Source: an optimization exercise on an open RTL-to-GDS flow (aim: small area, a short achievable clock period and few clock cycles per item). Production flows keep margins and buffers that such runs may drop. In this exercise RTL edits were held to simulation tests only and were not proved equivalent to the original. No activity file was given, so power comes from the tool's default toggle rates.

== run B ==
==> flow/design.v <==
module core(
            input wire        clk,
            input wire        rst,
            input wire        mem_ready,
            input wire [31:0] mem_read_data,
            output reg [31:0] mem_addr,
            output reg        mem_read_valid,
            output reg        mem_write_valid,
            output reg [31:0] mem_write_data,
            output reg [1:0]  mem_width,
            output reg        instruction_retired
);
   reg [31:0]  rf [1:31];
   reg [31:0]  rf_v;     
   reg         ob;       
   reg         ob_ld;    
   reg         ob_st;    
   reg         ob_k;     
   reg         pd;       
   reg         pt;       
   reg         sp;       
   reg         ld_pend;  
   reg [4:0]   ld_rd;
   reg [31:0]  ir;
   reg [31:2]  pc;
   reg [1:0]   st;       
   reg [31:0]  op1, op2;
   reg         w_v;      
   reg [4:0]   w_rd;
   reg [31:0]  w_d;
   reg [1:0]   rc;       
   reg         a1;       
   reg         f2;       
   wire [4:0]  opc = ir[6:2];
   wire [4:0]  rd  = ir[11:7];
   wire [2:0]  f3  = ir[14:12];
   wire [4:0]  rs1 = ir[19:15];
   wire [4:0]  rs2 = ir[24:20];
   function [11:0] classify(input [31:0] w);
      reg [4:0] o;
      begin
         o = w[6:2];
         classify = {o == 5'b01100 && w[30] && w[14:12] == 3'd0,
                     (o == 5'b01100 || o == 5'b00100) && w[30] && w[14:12] == 3'd5,
                     o == 5'b01101, o == 5'b00101, o == 5'b11011, o == 5'b11001,
                     o == 5'b11000, o == 5'b00000, o == 5'b01000, o == 5'b00100,
                     o == 5'b01100,
                     (o == 5'b01101 || o == 5'b00101 || o == 5'b11011 || o == 5'b11001 ||
                      o == 5'b00100 || o == 5'b01100) && w[11:7] != 5'd0};
      end
   endfunction
   function [9:0] rsel(input [31:0] w);
      reg alu;
      begin
         alu = w[6:2] == 5'b01100 || w[6:2] == 5'b00100;
         rsel = {(alu && w[14:12] == 3'd0) || w[6:2] == 5'b01101 || w[6:2] == 5'b00101 ||
                 w[6:2] == 5'b11011,
                 alu && w[14:12] == 3'd1,
                 alu && w[14:12] == 3'd2, alu && w[14:12] == 3'd3,
                 alu && w[14:12] == 3'd4, alu && w[14:12] == 3'd5,
                 alu && w[14:12] == 3'd6, alu && w[14:12] == 3'd7,
                 1'b0, w[6:2] == 5'b11001};
      end
   endfunction
   reg  [9:0]  rs;
   reg  [11:0] cls;
   wire        is_sub   = cls[11];
   wire        is_sra   = cls[10];
   wire        is_lui   = cls[9];
   wire        is_auipc = cls[8];
   wire        is_jal   = cls[7];
   wire        is_jalr  = cls[6];
   wire        is_br    = cls[5];
   wire        is_ld    = cls[4];
   wire        is_st    = cls[3];
   wire        is_opi   = cls[2];
   wire        is_op    = cls[1];
   wire        wr_x2    = cls[0];
   wire        is_mem   = is_ld | is_st;
   wire [31:0] imm_i = {{20{ir[31]}}, ir[31:20]};
   wire [31:0] imm_s = {{20{ir[31]}}, ir[31:25], ir[11:7]};
   wire [31:0] imm_b = {{20{ir[31]}}, ir[7], ir[30:25], ir[11:8], 1'b0};
   wire [31:0] imm_u = {ir[31:12], 12'b0};
   wire [31:0] imm_j = {{12{ir[31]}}, ir[19:12], ir[20], ir[30:21], 1'b0};
   wire [4:0]  in_rs2 = mem_read_data[24:20];
   wire [4:0]  ra = (st == 2'd1) ? rs1 : in_rs2;
   wire [4:0]  in_op  = mem_read_data[6:2];
   wire        in_rs2u = in_op == 5'b01100 || in_op == 5'b11000 || in_op == 5'b01000;
   reg  [31:0] rv;
   integer     j;
   wire        x1st   = st == 2'd1;
   wire        o_pc   = x1st & (is_auipc | is_jal);
   wire        o_any  = x1st & (is_auipc | is_jal | is_lui);
   always @* begin
      rv = (w_d & {32{w_v && w_rd == ra && !o_any}}) | ({pc, 2'b00} & {32{o_pc}});
      for (j = 1; j < 32; j = j + 1)
         rv = rv | (rf[j] & {32{ra == j && rf_v[j] && !(w_v && w_rd == j) && !o_any}});
   end
   wire        haz1 = ld_pend && ld_rd != 5'd0 && (ld_rd == rs1 || ld_rd == rd);
   wire        haz2 = ld_pend && ld_rd != 5'd0 && ld_rd == rs2;
   wire [31:0] addsub = op1 + (op2 ^ {32{is_sub}}) + {31'd0, is_sub};
   wire        eq  = op1 == op2;
   wire        ltu = op1 < op2;
   wire        lt  = (op1[31] ^ op2[31]) ? op1[31] : ltu;
   wire        shl = rs[8];
   reg  [31:0] op1r;
   reg  [31:0] shr_r;
   integer     k;
   always @* begin
      for (k = 0; k < 32; k = k + 1) op1r[k] = rv[31-k];
   end
   wire [31:0] shin = op1;
   wire signed [32:0] shx = {is_sra & op1[31], shin};
   wire signed [32:0] shr = shx >>> op2[4:0];
   always @* begin
      for (k = 0; k < 32; k = k + 1) shr_r[k] = shr[31-k];
   end
   wire        use_rs1 = is_ld | is_st | is_jalr;
   wire [31:0] aimm  = is_st ? imm_s : (is_ld | is_jalr) ? imm_i :
                       is_jal ? imm_j : is_br ? imm_b : imm_u;
   wire [31:0] asum  = (use_rs1 ? op1 : {pc, 2'b00}) + aimm;
   wire [31:0] agen  = asum;
   wire [31:0] pcimm = asum;
   wire [31:2] pc4   = pc + 30'd1;
   wire        cond  = (f3[2] ? (f3[1] ? ltu : lt) : eq) ^ f3[0];
   wire        redir = is_jalr | (is_br & cond);
   wire [31:2] tgt   = is_jalr ? agen[31:2] : pcimm[31:2];
   wire [31:0] wd = ({32{rs[9]}} & addsub) | ({32{rs[8]}} & shr_r) |
                    {31'd0, rs[7] & lt} | {31'd0, rs[6] & ltu} |
                    ({32{rs[5]}} & (op1 ^ op2)) | ({32{rs[4]}} & shr[31:0]) |
                    ({32{rs[3]}} & (op1 | op2)) | ({32{rs[2]}} & op1 & op2) |
                    ({32{rs[0]}} & {pc4, 2'b00});
   wire        x1      = st == 2'd1 && !haz1 && !haz2;
   wire        x2      = st == 2'd2;
   wire        wbs     = st == 2'd3;
   wire        bus_free = ~ob | mem_ready;
   wire        ob_f    = ~ob_ld & ~ob_st;
   wire        ld_ans  = ob & ob_ld & mem_ready;
   wire        st_ans  = ob & ob_st & mem_ready;
   wire        x2_redir = x2 & redir;
   wire        arr     = ob & ob_f & ~ob_k & mem_ready;
   wire        acc     = arr & ~x2_redir;
   wire        wb_late = x2 & wr_x2 & ld_ans;
   wire        rf_we_x = (x2 & wr_x2 & ~ld_ans) | wbs;
   wire        dreq    = (x2 & is_mem) | pd;
   wire        in_jal  = mem_read_data[6:2] == 5'b11011;
   wire        jreq    = a1 & is_jal;
   wire        treq    = x2_redir | pt | jreq;
   wire        sreq    = (sp | (acc & ~in_jal)) & ~treq;
   wire        freq    = pt | jreq | (x2 & is_jalr) | sp | (arr & ~in_jal) | x2_redir;
   wire        iss_d   = dreq & bus_free;
   wire        iss_f   = freq & bus_free & ~dreq;
   wire        iss     = iss_d | iss_f;
   wire [31:2] ma4     = mem_addr[31:2] + 30'd1;
   wire [31:2] seq_a   = arr ? ma4 : pc4;
   wire        ev_x    = (x2 & ~is_mem & ~wb_late) | wbs;
   wire        ev_m    = ld_ans | st_ans;
   wire [1:0]  rc_all  = rc + {1'b0, ev_x} + {1'b0, ev_m};
   always @(posedge clk) begin
      if (w_v) rf[w_rd] <= w_d;
      if (rst) rf_v <= 32'd0;
      else if (w_v) rf_v[w_rd] <= 1'b1;
      w_v <= ~rst & ((ld_ans & ld_rd != 5'd0) | rf_we_x);
      w_rd <= ld_ans ? ld_rd : rd;
      w_d <= ld_ans ? mem_read_data : wd;
      if (arr) begin
         op2 <= rv;
      end else if (a1 && (is_opi | is_lui | is_auipc | is_jal)) begin
         op2 <= is_opi ? imm_i : is_jal ? 32'd4 : imm_u;
      end else if (a1 && f2) begin
         op2 <= w_d;
      end else if (st == 2'd1 && haz2 && ld_ans && (is_op | is_br | is_st)) begin
         op2 <= mem_read_data;
      end
      f2 <= x2 && wr_x2 && rd == in_rs2 && in_rs2u;
      if (x1) op1 <= rs[8] ? op1r : rv;
      a1 <= acc & ~rst;
      if (arr) begin
         ir <= mem_read_data;
         cls <= classify(mem_read_data);
         rs <= rsel(mem_read_data);
         pc <= mem_addr[31:2];
      end
      if (rst) st <= 2'd0;
      else if (acc) st <= 2'd1;
      else if (x1) st <= 2'd2;
      else if (x2) st <= wb_late ? 2'd3 : 2'd0;
      else if (wbs) st <= 2'd0;
      if (rst) begin
         mem_addr <= 32'd0;
         mem_width <= 2'd2;
         mem_read_valid <= 1'b1;
         mem_write_valid <= 1'b0;
         ob <= 1'b1;
         ob_ld <= 1'b0;
         ob_st <= 1'b0;
         ob_k <= 1'b0;
         pd <= 1'b0;
         pt <= 1'b0;
         sp <= 1'b0;
         ld_pend <= 1'b0;
      end else begin
         mem_read_valid <= iss & ~(iss_d & is_st);
         mem_write_valid <= iss_d & is_st;
         if (bus_free) begin
            mem_addr <= (x2 & is_br & cond) ? {pcimm[31:2], 2'b00} :
                        dreq ? agen :
                        (pt | jreq | (x2 & is_jalr)) ? {tgt, 2'b00} : {seq_a, 2'b00};
            mem_width <= dreq ? {f3[1], f3[0] & ~f3[1]} : 2'd2;
         end
         if (iss_d) mem_write_data <= op2;
         if (iss) begin
            ob <= 1'b1;
            ob_ld <= iss_d & is_ld;
            ob_st <= iss_d & is_st;
            ob_k <= 1'b0;
         end else begin
            if (mem_ready) ob <= 1'b0;
            if (x2_redir) ob_k <= 1'b1;
         end
         pd <= dreq & ~bus_free;
         pt <= treq & ~iss_f;
         sp <= sreq & ~iss_f;
         if (iss_d & is_ld) begin
            ld_pend <= 1'b1;
            ld_rd <= rd;
         end else if (ld_ans) begin
            ld_pend <= 1'b0;
         end
      end
      if (rst) begin
         rc <= 2'd0;
         instruction_retired <= 1'b0;
      end else begin
         instruction_retired <= rc_all != 2'd0;
         rc <= rc_all - {1'b0, rc_all != 2'd0};
      end
   end
endmodule  
==> flow/config.mk <==
export PLATFORM = sky130hd
export DESIGN_NAME = core
export DESIGN_NICKNAME = core
export VERILOG_FILES = /design/flow/design.v
export SDC_FILE = /design/flow/constraint.sdc
export NUM_CORES = 4
export LEC_CHECK = 0
export ABC_CLOCK_PERIOD_IN_PS = 3000
export CAP_MARGIN = 20
export CORE_MARGIN = 2
export CORE_UTILIZATION = 50
export CTS_CLUSTER_DIAMETER = 60
export CTS_CLUSTER_SIZE = 30
export SLEW_MARGIN = 20
==> flow/constraint.sdc <==
create_clock -name core_clock -period 10.0 [get_ports {clk}]
set_input_delay 2.0000 -clock core_clock [delete_from_list [all_inputs] [get_ports {clk}]]
set_output_delay 2.0000 -clock core_clock [all_outputs]
set_load 0.01 [all_outputs]
standard.sh (not shown) runs the stock make flow with config.mk's settings and CLKGATE_MAP_FILE= SYNTH_SCRIPT=/design/flow/synth_recipe.tcl, a recipe that flattens the netlist after the stock synthesis.
==> flow/flow/run.sh <==
#!/bin/bash
set -uo pipefail
bash standard.sh SETUP_SLACK_MARGIN=6.0 cts > make_to_cts.log 2>&1 || exit 1
bash standard.sh SETUP_SLACK_MARGIN=6.0 finish > make_finish.log 2>&1
Testbench counts of run B, summed over its fixed seeds: cycles 89,831, instrs 34,171.
--- input diff run B..run H ---
--- a/flow/design.v
+++ b/flow/design.v
@@ -29,5 +29,5 @@
    reg [4:0]   w_rd;
    reg [31:0]  w_d;
-   reg [1:0]   rc;       
+   reg [1:0]   rc;
    reg         a1;       
    reg         f2;       
@@ -49,4 +49,7 @@
                       o == 5'b00100 || o == 5'b01100) && w[11:7] != 5'd0};
       end
+   endfunction
+   function classify_opi(input [31:0] w);
+      classify_opi = w[6:2] == 5'b00100;
    endfunction
    function [9:0] rsel(input [31:0] w);
@@ -86,5 +89,10 @@
    wire [4:0]  ra = (st == 2'd1) ? rs1 : in_rs2;
    wire [4:0]  in_op  = mem_read_data[6:2];
+   wire        in_opi = in_op == 5'b00100;
+   wire        in_u   = in_op == 5'b01101 || in_op == 5'b00101;
+   wire        in_j   = in_op == 5'b11011;
    wire        in_rs2u = in_op == 5'b01100 || in_op == 5'b11000 || in_op == 5'b01000;
+   wire [31:0] imm_in = in_opi ? {{20{mem_read_data[31]}}, mem_read_data[31:20]} :
+                        in_u ? {mem_read_data[31:12], 12'b0} : 32'd4;
    reg  [31:0] rv;
    integer     j;
Findings:
Summary: with run B as the reference, number of clock-tree buffers in the layout in run H moved down slightly. Taking run B as the reference, in run H number of buffers inserted by post-CTS setup repair +5.0%; fraction of standard cell area in multi-input logic increased 0.38 points; final critical-path share of the clock period has decreased; proportion of power drawn by the clock network fell by 1.4 points; via count level. Type of the worst setup path = in2reg: run B; type of the worst setup path = reg2reg: run H. Looking at synthesized cell count, run H sits about 0.7% above run B.
Testbench counts of run H, summed over its fixed seeds: cycles 89,831, instrs 34,171.

re-timing with driven ports:
The flow's constraints put no driver on any port. The routed layouts listed below were extracted and timed again, unchanged, in two steps. Step 1 (the two cells are an assumption about what drives the block):
set clk [get_ports {clk}]
set_driving_cell -lib_cell sky130_fd_sc_hd__clkbuf_16 $clk
set_driving_cell -lib_cell sky130_fd_sc_hd__buf_2 [delete_from_list [all_inputs] $clk]
Step 2 times the ports against the registers' clock, not the clock port: input delays grow and output delays shrink by t, the midpoint of the rising clock arrivals with the driver on. a / b / c = ideal / step 1 / step 2; a / b = the first two.
run	t (ns)	setup WS [ns]	worst hold slack (ns)	worst setup path after step 2	clock arrival spread, ns
run B	0.799	5.890 / 5.861 / 5.062	0.462 / 0.462 / 0.462	input to register	0.101 / 0.100
run H	0.798	5.917 / 5.917 / 5.150	0.464 / 0.464 / 0.464	input to register	0.090 / 0.090
After both steps setup and hold are still met in every run listed. For run B, which loses most, drivers alone change the setup slack by -0.029 ns; drivers and shift together by -0.828 ns.
